What follows belongs to an exercise in optimizing a design on an open flow for small area; a production flow would make more cautious choices.
The RTL was checked by simulation tests, not by an equivalence proof against the original design.
No driver is modelled on the clock port, so clocking that relies on it looks cheaper here than on a real chip.
Power figures rest on the tool's default switching activity, not on a simulated workload.

// CPU
module CPU
(
    input wire CLK,
    input wire RST,
    input wire [ 7 : 0 ] INPUT,
    input wire INTR_in,
    output wire [ 7 : 0 ] imem_addr,
    input wire [ 7 : 0 ] imem_data,
    input wire [ 7 : 0 ] imem_m0,
    input wire [ 7 : 0 ] imem_m1,
    output wire [ 7 : 0 ] dmem_addr,
    output wire [ 7 : 0 ] dmem_wdata,
    output wire dmem_we,
    output wire dmem_re,
    input wire [ 7 : 0 ] dmem_rdata,
    output wire [ 7 : 0 ] OUTPUT
);
localparam K_NOP  = 5'd0,  K_ADD  = 5'd1,  K_SUB  = 5'd2,  K_OR   = 5'd3,
           K_NOT  = 5'd4,  K_NEG  = 5'd5,  K_INC  = 5'd6,  K_DEC  = 5'd7,
           K_SETC = 5'd8,  K_PASSW = 5'd9, K_MOVIN = 5'd10, K_JMP = 5'd11,
           K_LOOPT = 5'd12, K_LDM = 5'd13,
           K_STA  = 5'd16, K_STI  = 5'd17, K_POP  = 5'd18, K_RET  = 5'd19,
           K_OUT  = 5'd20, K_CALL = 5'd21, K_INT  = 5'd22, K_LDI  = 5'd23,
           K_LDD  = 5'd24;
localparam AS_INSTR = 2'd0, AS_SP = 2'd1, AS_SP1 = 2'd2;
function [8:0] add8;
    input [7:0] a, b;
    input       c;
    integer     i;
    reg         k;
    begin
        k = c;
        for (i = 0; i < 8; i = i + 1) begin
            add8[i] = a[i] ^ b[i] ^ k;
            k = (a[i] & b[i]) | (k & (a[i] ^ b[i]));
        end
        add8[8] = k;
    end
endfunction
reg [7:0] pc;                  
reg [7:0] ir_d, pc_d;          
reg       sb;                  
reg [7:0] r0, r1, r2, r3;      
reg [7:0] ea, eb, ec;          
reg [4:0] k_e;                 
reg [1:0] rd_e;
reg [7:0] alu_m, addr_m, wd_m;
reg       wr_m, we_m, re_m, mo_m, br_m;
reg [1:0] rs_m, rd_m;
reg [7:0] mo_w, aux_w;
reg       wr_w, br_w, re_w;
reg [1:0] rs_w, rd_w;
reg [1:0] flg_vc;              
reg       zn_m;                
wire [3:0] flg = {flg_vc, zn_m & alu_m[7], zn_m & ~|alu_m};    
reg [7:0] outr;
wire [3:0] opc = ir_d[7:4];
wire [1:0] fa  = ir_d[3:2];
wire [1:0] fb  = ir_d[1:0];
reg       d_ret, d_wsel, d_call, d_st;
reg       d_2b, d_intr, d_jmp, d_spinc;
reg [1:0] d_rd, d_as;
reg [4:0] d_k;
always @(*) begin
  ...
clock: 8.0 ns
lec_check: 0
cap_margin: 0
core_margin: 2
core_utilization: 40
gpl_routability_driven: 0
slew_margin: 0
standard.sh (not shown) runs the stock make flow with config.mk's settings and CLKGATE_MAP_FILE= SYNTH_SCRIPT=/design/flow/synth_recipe.tcl, a recipe that flattens the netlist after the stock synthesis.
==> flow/flow/run.sh <==
#!/bin/bash
# Own layout flow. Same as the standard flow (standard.sh) except:
#  - synthesis: the standard synthesis script (synth_recipe.tcl and ORFS's
#    synth.tcl) with only the ABC mapping script replaced. Several
#    area-oriented ABC scripts (flow/m*.abc) are tried and the one giving the
#    smallest cell area is used for the layout. Registers are mapped before
#    ABC, so they keep the standard names and cell types.
#  - port buffers use sky130_fd_sc_hd__buf_1 (every port still gets one);
#  - clock-tree synthesis uses clkbuf_8 buffers and no dummy loads; after it,
#    flow/clkdown.tcl swaps clock buffers to smaller ones where the clock slew at
#    the flip-flops stays low.
# Each tool's full output stays in orfs/logs/ (cand_*/logs/ for the trial
# syntheses, clkdown.log for the clock-buffer step); make's output goes to
# make*.log.
set -euo pipefail
W=$(pwd)
R="$W/orfs/results/$FLOW_PLATFORM/CPU/base"
mk_synth() {  # $1: abc script -> $W/own_synth_<name>.tcl
  local n; n=$(basename "$1" .abc)
  sed "s|log_cmd abc {\*}\$abc_args|log_cmd abc -script $1 {*}[lrange \$abc_args 2 end]|" \
    "$FLOW_HOME/scripts/synth.tcl" > "$W/synth_$n.tcl"
  grep -q "$1" "$W/synth_$n.tcl"
  sed "s|source \$::env(SCRIPTS_DIR)/synth.tcl|source $W/synth_$n.tcl|" synth_recipe.tcl > "$W/own_synth_$n.tcl"
  grep -q "synth_$n.tcl" "$W/own_synth_$n.tcl"
}
best=""; best_area=""
for s in "$W"/flow/m*.abc; do
  n=$(basename "$s" .abc)
  mk_synth "$s"
  if make -C "$FLOW_HOME" DESIGN_CONFIG="$W/config.mk" WORK_HOME="$W/cand_$n" CLKGATE_MAP_FILE= \
       SYNTH_SCRIPT="$W/own_synth_$n.tcl" synth > "$W/make_cand_$n.log" 2>&1; then
    a=$(grep "Chip area for module" "$W/cand_$n/reports/$FLOW_PLATFORM/CPU/base/synth_stat.txt" | awk '{print $NF}')
    echo "$n $a" >> "$W/synth_candidates.txt"
    if [[ -z "$best" ]] || awk -v a="$a" -v b="$best_area" 'BEGIN{exit !(a < b)}'; then
      best=$n; best_area=$a
    fi
  fi
done
echo "chosen ${best:-standard} $best_area" >> "$W/synth_candidates.txt"
rm -rf "$W"/cand_*/objects "$W"/cand_*/results
synth_arg="SYNTH_SCRIPT=$W/synth_recipe.tcl"
if [[ -n "$best" ]]; then synth_arg="SYNTH_SCRIPT=$W/own_synth_$best.tcl"; fi
args=("$synth_arg"
  'BUFFER_PORTS_ARGS=-buffer_cell sky130_fd_sc_hd__buf_1'
  'CTS_ARGS=-sink_clustering_enable -repair_clock_nets -dont_use_dummy_load -buf_list sky130_fd_sc_hd__clkbuf_8')
bash standard.sh "${args[@]}" cts > make_cts.log 2>&1
CTS_ODB="$R/4_cts.odb" CTS_SDC="$R/4_cts.sdc" CLK_SLEW_LIMIT=0.112 \
  PLATFORM_DIR="$FLOW_HOME/platforms/$FLOW_PLATFORM" LIB_FILE="$FLOW_HOME/platforms/$FLOW_PLATFORM/lib/sky130_fd_sc_hd__tt_025C_1v80.lib" \
  openroad -no_init -exit "$W/flow/clkdown.tcl" > "$W/clkdown.log" 2>&1 || true
bash standard.sh "${args[@]}" finish > make.log 2>&1
Other scripts of this flow, unchanged in this note and not shown: flow/flow/clkdown.tcl, flow/flow/m1.abc, flow/flow/m2.abc, flow/flow/m3.abc, flow/flow/m4.abc, flow/flow/m5.abc
Change:
--- a/flow/config.mk
+++ b/flow/config.mk
@@ -10,3 +10,2 @@
 export CORE_UTILIZATION = 40
-export GPL_ROUTABILITY_DRIVEN = 0
 export SLEW_MARGIN = 0
=>
- The changed run finished with timing, DRC and antenna clean
- final cell count stays flat
- synthesized area is unchanged
- synthesized cell count stays the same
- total power is about the same
- non-clock buffer count does not change
- worst hold slack hardly moves
- routed wire length falls by 0.39%
- core utilization hardly moves
- fmax rises by 2.9%
- final area stays flat
Change:
--- a/flow/config.mk
+++ b/flow/config.mk
@@ -7,5 +7,5 @@
 export LEC_CHECK = 0
-export CAP_MARGIN = 0
+export CAP_MARGIN = 20
 export CORE_MARGIN = 2
 export CORE_UTILIZATION = 40
-export SLEW_MARGIN = 0
+export SLEW_MARGIN = 20
Outcome:
- The new run completed with no timing, DRC or antenna violations
- cell count stays the same
- sequential cell count stays the same
- hold slack hardly moves
- global-route usage does not change

## job 4543
Another version of the RTL of CPU (not shown whole).
Size: ~720 cells after synthesis, about 77 I/O pins, roughly 0.0073 mm² of cells after synthesis.
Settings: LEC_CHECK=0, CAP_MARGIN=20, CORE_MARGIN=2, CORE_UTILIZATION=40, GPL_TIMING_DRIVEN=0, SLEW_MARGIN=20; clock period 8.0 ns.
==> flow/flow/run.sh <==
#!/bin/bash
# Own layout flow. Same as the standard flow (standard.sh) except:
#  - synthesis: the standard synthesis script (synth_recipe.tcl and ORFS's
#    synth.tcl) with only the ABC mapping script replaced. Several
#    area-oriented ABC scripts (flow/m*.abc) are tried and the one giving the
#    smallest cell area is used for the layout. Registers are mapped before
#    ABC, so they keep the standard names and cell types.
#  - port buffers use sky130_fd_sc_hd__buf_1 (every port still gets one);
#  - clock-tree synthesis uses clkbuf_8 buffers and no dummy loads; after it,
#    flow/clkdown.tcl swaps clock buffers to clkbuf_4 where the clock slew at
#    the flip-flops stays low.
# Each tool's full output stays in orfs/logs/ (cand_*/logs/ for the trial
# syntheses, clkdown.log for the clock-buffer step); make's output goes to
# make*.log.
set -euo pipefail
W=$(pwd)
R="$W/orfs/results/$FLOW_PLATFORM/CPU/base"
mk_synth() {  # $1: abc script -> $W/own_synth_<name>.tcl
  local n; n=$(basename "$1" .abc)
  sed "s|log_cmd abc {\*}\$abc_args|log_cmd abc -script $1 {*}[lrange \$abc_args 2 end]|" \
    "$FLOW_HOME/scripts/synth.tcl" > "$W/synth_$n.tcl"
  grep -q "$1" "$W/synth_$n.tcl"
  sed "s|source \$::env(SCRIPTS_DIR)/synth.tcl|source $W/synth_$n.tcl|" synth_recipe.tcl > "$W/own_synth_$n.tcl"
  grep -q "synth_$n.tcl" "$W/own_synth_$n.tcl"
}
best=""; best_area=""
for s in "$W"/flow/m*.abc; do
  n=$(basename "$s" .abc)
  mk_synth "$s"
  if make -C "$FLOW_HOME" DESIGN_CONFIG="$W/config.mk" WORK_HOME="$W/cand_$n" CLKGATE_MAP_FILE= \
       SYNTH_SCRIPT="$W/own_synth_$n.tcl" synth > "$W/make_cand_$n.log" 2>&1; then
    a=$(grep "Chip area for module" "$W/cand_$n/reports/$FLOW_PLATFORM/CPU/base/synth_stat.txt" | awk '{print $NF}')
    echo "$n $a" >> "$W/synth_candidates.txt"
    if [[ -z "$best" ]] || awk -v a="$a" -v b="$best_area" 'BEGIN{exit !(a < b)}'; then
      best=$n; best_area=$a
    fi
  fi
done
echo "chosen ${best:-standard} $best_area" >> "$W/synth_candidates.txt"
rm -rf "$W"/cand_*/objects "$W"/cand_*/results
synth_arg="SYNTH_SCRIPT=$W/synth_recipe.tcl"
if [[ -n "$best" ]]; then synth_arg="SYNTH_SCRIPT=$W/own_synth_$best.tcl"; fi
args=("$synth_arg"
  'BUFFER_PORTS_ARGS=-buffer_cell sky130_fd_sc_hd__buf_1'
  'CTS_ARGS=-sink_clustering_enable -repair_clock_nets -dont_use_dummy_load -buf_list sky130_fd_sc_hd__clkbuf_8')
bash standard.sh "${args[@]}" cts > make_cts.log 2>&1
CTS_ODB="$R/4_cts.odb" CTS_SDC="$R/4_cts.sdc" CLK_SLEW_LIMIT=0.105 \
  PLATFORM_DIR="$FLOW_HOME/platforms/$FLOW_PLATFORM" LIB_FILE="$FLOW_HOME/platforms/$FLOW_PLATFORM/lib/sky130_fd_sc_hd__tt_025C_1v80.lib" \
  openroad -no_init -exit "$W/flow/clkdown.tcl" > "$W/clkdown.log" 2>&1 || true
bash standard.sh "${args[@]}" finish > make.log 2>&1
==> flow/flow/clkdown.tcl <==
# Post-CTS step: swap clock-tree buffers from clkbuf_8 to clkbuf_4 one at a
# time, keeping a swap only while the worst clock slew at any flip-flop stays
# under CLK_SLEW_LIMIT (ns, placement-based estimate). Reads and rewrites the
# CTS result in place.
read_liberty $::env(LIB_FILE)
read_db $::env(CTS_ODB)
read_sdc $::env(CTS_SDC)
source $::env(PLATFORM_DIR)/setRC.tcl
set_propagated_clock [all_clocks]
set limit $::env(CLK_SLEW_LIMIT)
proc max_ck_slew {} {
  set mx 0
  foreach pin [get_pins -hierarchical */CLK] {
    set t [expr max([get_property $pin slew_max_rise],[get_property $pin slew_max_fall])]
    if {$t > $mx} {set mx $t}
  }
  return $mx
}
estimate_parasitics -placement
puts "before: max clock slew [max_ck_slew]"
set changed 0
foreach inst [[ord::get_db_block] getInsts] {
  if {[[$inst getMaster] getName] == "sky130_fd_sc_hd__clkbuf_8"} {
    set name [$inst getName]
    replace_cell [get_cells $name] sky130_fd_sc_hd__clkbuf_4
    estimate_parasitics -placement
    if {[max_ck_slew] > $limit} {
      replace_cell [get_cells $name] sky130_fd_sc_hd__clkbuf_8
      estimate_parasitics -placement
    } else {
      incr changed
    }
  }
}
puts "downsized $changed clock buffers; after: max clock slew [max_ck_slew]"
check_placement
write_db $::env(CTS_ODB)
Other scripts of this flow, unchanged in this note and not shown: flow/flow/m1.abc, flow/flow/m2.abc, flow/flow/m3.abc, flow/flow/m4.abc, flow/flow/m5.abc
Job 4543: all stages complete, timing, DRC and antenna checks passed
Input-level comparison between job 3997 and job 4543:
Settings: removing GPL_TIMING_DRIVEN (formerly 0); changing CORE_UTILIZATION from 40 to 30.
diff --git a/flow/flow/run.sh b/flow/flow/run.sh
--- a/flow/flow/run.sh
+++ b/flow/flow/run.sh
@@ -10 +10 @@
-#    flow/clkdown.tcl swaps clock buffers to clkbuf_4 where the clock slew at
+#    flow/clkdown.tcl swaps clock buffers to smaller ones where the clock slew at
@@ -47 +47 @@
-CTS_ODB="$R/4_cts.odb" CTS_SDC="$R/4_cts.sdc" CLK_SLEW_LIMIT=0.105 \
+CTS_ODB="$R/4_cts.odb" CTS_SDC="$R/4_cts.sdc" CLK_SLEW_LIMIT=0.112 \
diff --git a/flow/flow/clkdown.tcl b/flow/flow/clkdown.tcl
--- a/flow/flow/clkdown.tcl
+++ b/flow/flow/clkdown.tcl
@@ -1 +1 @@
-# Post-CTS step: swap clock-tree buffers from clkbuf_8 to clkbuf_4 one at a
+# Post-CTS step: swap clock-tree buffers to smaller clkbuf cells one at a
@@ -21,0 +22 @@
+set sizes {sky130_fd_sc_hd__clkbuf_8 sky130_fd_sc_hd__clkbuf_4 sky130_fd_sc_hd__clkbuf_2}
@@ -23,3 +24,6 @@
-  if {[[$inst getMaster] getName] == "sky130_fd_sc_hd__clkbuf_8"} {
-    set name [$inst getName]
-    replace_cell [get_cells $name] sky130_fd_sc_hd__clkbuf_4
+  set cur [[$inst getMaster] getName]
+  set i [lsearch $sizes $cur]
+  if {$i < 0} { continue }
+  set name [$inst getName]
+  foreach smaller [lrange $sizes [expr $i + 1] end] {
+    replace_cell [get_cells $name] $smaller
@@ -28 +32 @@
-      replace_cell [get_cells $name] sky130_fd_sc_hd__clkbuf_8
+      replace_cell [get_cells $name] $cur
@@ -30,2 +34 @@
-    } else {
-      incr changed
+      break
@@ -32,0 +36,2 @@
+    set cur $smaller
+    incr changed
==> comparison <==
In the metrics for job 3997 and job 4543, the one carrying the lower total number of vias is job 4543. Per the comparison of job 3997 with job 4543, worst hold slack after final layout has increased, static leakage power has decreased, final wirelength has increased, global-route usage has decreased, total of fill cells in the finished design has increased. Of job 3997 and job 4543, the run reporting the higher worst-case setup margin in the final layout was job 3997. On sequential power, job 3997 and job 4543 are neck and neck. Job 3997 consumes less power than job 4543 does. Max largest incremental delay on the critical path across job 3997 and job 4543: job 4543.
diff inputs: job 3997 => job 7214
Settings: CORE_UTILIZATION: 30 -> 40.
==> comparison <==
Relative area change from synthesis to final layout | job 7214 below job 3997
On pin count of the biggest net entering global routing: between job 7214 and job 3997, it ends up lower for job 7214.
Routed wire in job 7214 totals less than in job 3997.
Half-perimeter wire length after placement delta for job 7214 relative to job 3997: 700 µm lower
Relative to job 3997, post-layout minimum cycle time has gone down in job 7214.
diff inputs: job 7214 => job 8191
diff --git a/flow/flow/run.sh b/flow/flow/run.sh
--- a/flow/flow/run.sh
+++ b/flow/flow/run.sh
@@ -10 +10 @@
-#    flow/clkdown.tcl swaps clock buffers to smaller ones where the clock slew at
+#    flow/clkdown.tcl swaps clock buffers to clkbuf_4 where the clock slew at
@@ -47 +47 @@
-CTS_ODB="$R/4_cts.odb" CTS_SDC="$R/4_cts.sdc" CLK_SLEW_LIMIT=0.112 \
+CTS_ODB="$R/4_cts.odb" CTS_SDC="$R/4_cts.sdc" CLK_SLEW_LIMIT=0.105 \
diff --git a/flow/flow/clkdown.tcl b/flow/flow/clkdown.tcl
--- a/flow/flow/clkdown.tcl
+++ b/flow/flow/clkdown.tcl
@@ -1 +1 @@
-# Post-CTS step: swap clock-tree buffers to smaller clkbuf cells one at a
+# Post-CTS step: swap clock-tree buffers from clkbuf_8 to clkbuf_4 one at a
@@ -22 +21,0 @@
-set sizes {sky130_fd_sc_hd__clkbuf_8 sky130_fd_sc_hd__clkbuf_4 sky130_fd_sc_hd__clkbuf_2}
@@ -24,6 +23,3 @@
-  set cur [[$inst getMaster] getName]
-  set i [lsearch $sizes $cur]
-  if {$i < 0} { continue }
-  set name [$inst getName]
-  foreach smaller [lrange $sizes [expr $i + 1] end] {
-    replace_cell [get_cells $name] $smaller
+  if {[[$inst getMaster] getName] == "sky130_fd_sc_hd__clkbuf_8"} {
+    set name [$inst getName]
+    replace_cell [get_cells $name] sky130_fd_sc_hd__clkbuf_4
@@ -32 +28 @@
-      replace_cell [get_cells $name] $cur
+      replace_cell [get_cells $name] sky130_fd_sc_hd__clkbuf_8
@@ -34 +30,2 @@
-      break
+    } else {
+      incr changed
@@ -36,2 +32,0 @@
-    set cur $smaller
-    incr changed
### Flow results
Comparing job 8191 with job 7214, the total power came out essentially unchanged.
The post-layout instance area was comparable across job 8191 and job 7214.
Going from job 7214 to job 8191, sequential share of layout area level; detailed route wirelength on metal3 went down by 6.1%; clock period minus worst slack increased by 200 ps relative to the old numbers; setup slack -200 ps; net switching power of the design stayed essentially flat.
Edits applied to the flow inputs when going from job 8191 to job 1342:
Settings: changing SLEW_MARGIN from 20 to 0; changing CAP_MARGIN from 20 to 0.
diff --git a/flow/flow/run.sh b/flow/flow/run.sh
--- a/flow/flow/run.sh
+++ b/flow/flow/run.sh
@@ -10 +10 @@
-#    flow/clkdown.tcl swaps clock buffers to clkbuf_4 where the clock slew at
+#    flow/clkdown.tcl swaps clock buffers to smaller ones where the clock slew at
@@ -47 +47 @@
-CTS_ODB="$R/4_cts.odb" CTS_SDC="$R/4_cts.sdc" CLK_SLEW_LIMIT=0.105 \
+CTS_ODB="$R/4_cts.odb" CTS_SDC="$R/4_cts.sdc" CLK_SLEW_LIMIT=0.112 \
diff --git a/flow/flow/clkdown.tcl b/flow/flow/clkdown.tcl
--- a/flow/flow/clkdown.tcl
+++ b/flow/flow/clkdown.tcl
@@ -1 +1 @@
-# Post-CTS step: swap clock-tree buffers from clkbuf_8 to clkbuf_4 one at a
+# Post-CTS step: swap clock-tree buffers to smaller clkbuf cells one at a
@@ -21,0 +22 @@
+set sizes {sky130_fd_sc_hd__clkbuf_8 sky130_fd_sc_hd__clkbuf_4 sky130_fd_sc_hd__clkbuf_2}
@@ -23,3 +24,6 @@
-  if {[[$inst getMaster] getName] == "sky130_fd_sc_hd__clkbuf_8"} {
-    set name [$inst getName]
-    replace_cell [get_cells $name] sky130_fd_sc_hd__clkbuf_4
+  set cur [[$inst getMaster] getName]
+  set i [lsearch $sizes $cur]
+  if {$i < 0} { continue }
+  set name [$inst getName]
+  foreach smaller [lrange $sizes [expr $i + 1] end] {
+    replace_cell [get_cells $name] $smaller
@@ -28 +32 @@
-      replace_cell [get_cells $name] sky130_fd_sc_hd__clkbuf_8
+      replace_cell [get_cells $name] $cur
@@ -30,2 +34 @@
-    } else {
-      incr changed
+      break
@@ -32,0 +36,2 @@
+    set cur $smaller
+    incr changed
--- outcome ---
- Job 1342 closes out successfully: all stages finished, all timing, DRC and antenna checks passed.
- Cmp job 1342 and job 8191 / global-route wire length before repair / higher: job 8191
- Detailed-routing iteration count for the pre-antenna-repair pass: job 1342 vs job 8191 up 2
- Looking only at global-route usage, and setting everything else aside, the higher value of job 1342 and job 8191 goes to job 8191.
- The total power was comparable across job 1342 and job 8191.
- Comparing first-iteration DRC count for job 1342 and job 8191, the smaller number came from job 1342.
- Between job 1342 and job 8191, the routed wire length does not differ in any meaningful way.
- Reported combinational group power of job 1342 is on par with job 8191.
- Job 1342 ends up with a final worst-path setup slack that is 170 ps higher than in job 8191.
- Clock network fraction of design power in job 1342 is 0.2 points above job 8191.
- As far as fraction of standard cell area that is sequential is concerned, job 8191 and job 1342 perform about the same.

what the ideal ports hide:
No port has a modelled driver above. Below, the same layouts with a new extraction and two added sets of constraints.
Step 1: set_driving_cell puts a clkbuf_16 on CLK and a buf_2 on each other input, an assumption about the parent block.
Step 2 also shifts input and output timing later by t, the mid clock arrival at the registers, as if the neighbouring blocks saw the same clock.
Slacks: ideal / step 1 / step 2; pairs: ideal / step 1.
run | shift t [ns] | setup WS [ns] | hold slack, ns | latest minus earliest clock arrival (ns) | pins driven straight from the clock port
the first run of note 1 | 0.810 | 2.511 / 2.522 / 1.712 | 0.354 / 0.354 / 0.354 | 0.061 / 0.061 | 1
the second run of note 1 | 0.833 | 2.668 / 2.670 / 1.838 | 0.353 / 0.353 / 0.353 | 0.067 / 0.067 | 1
the third run of note 1 | 0.825 | 2.684 / 2.688 / 1.863 | 0.353 / 0.353 / 0.353 | 0.067 / 0.067 | 1
job 4543 | 0.637 | 1.439 / 1.461 / 0.824 | 0.320 / 0.320 / 0.320 | 0.032 / 0.033 | 1
job 3997 | 0.818 | 2.206 / 2.206 / 1.590 | 0.342 / 0.342 / 0.342 | 0.039 / 0.039 | 1
job 7214 | 0.824 | 2.433 / 2.447 / 1.623 | 0.354 / 0.354 / 0.354 | 0.044 / 0.043 | 1
job 8191 | 0.620 | 2.231 / 2.247 / 1.627 | 0.354 / 0.354 / 0.354 | 0.035 / 0.036 | 1
job 1342 | 0.803 | 2.398 / 2.401 / 1.598 | 0.346 / 0.346 / 0.346 | 0.064 / 0.064 | 1
After both steps every run listed still meets setup and hold. For the second run of note 1, which loses most, drivers alone change the setup slack by +0.002 ns; drivers and shift together by -0.830 ns.
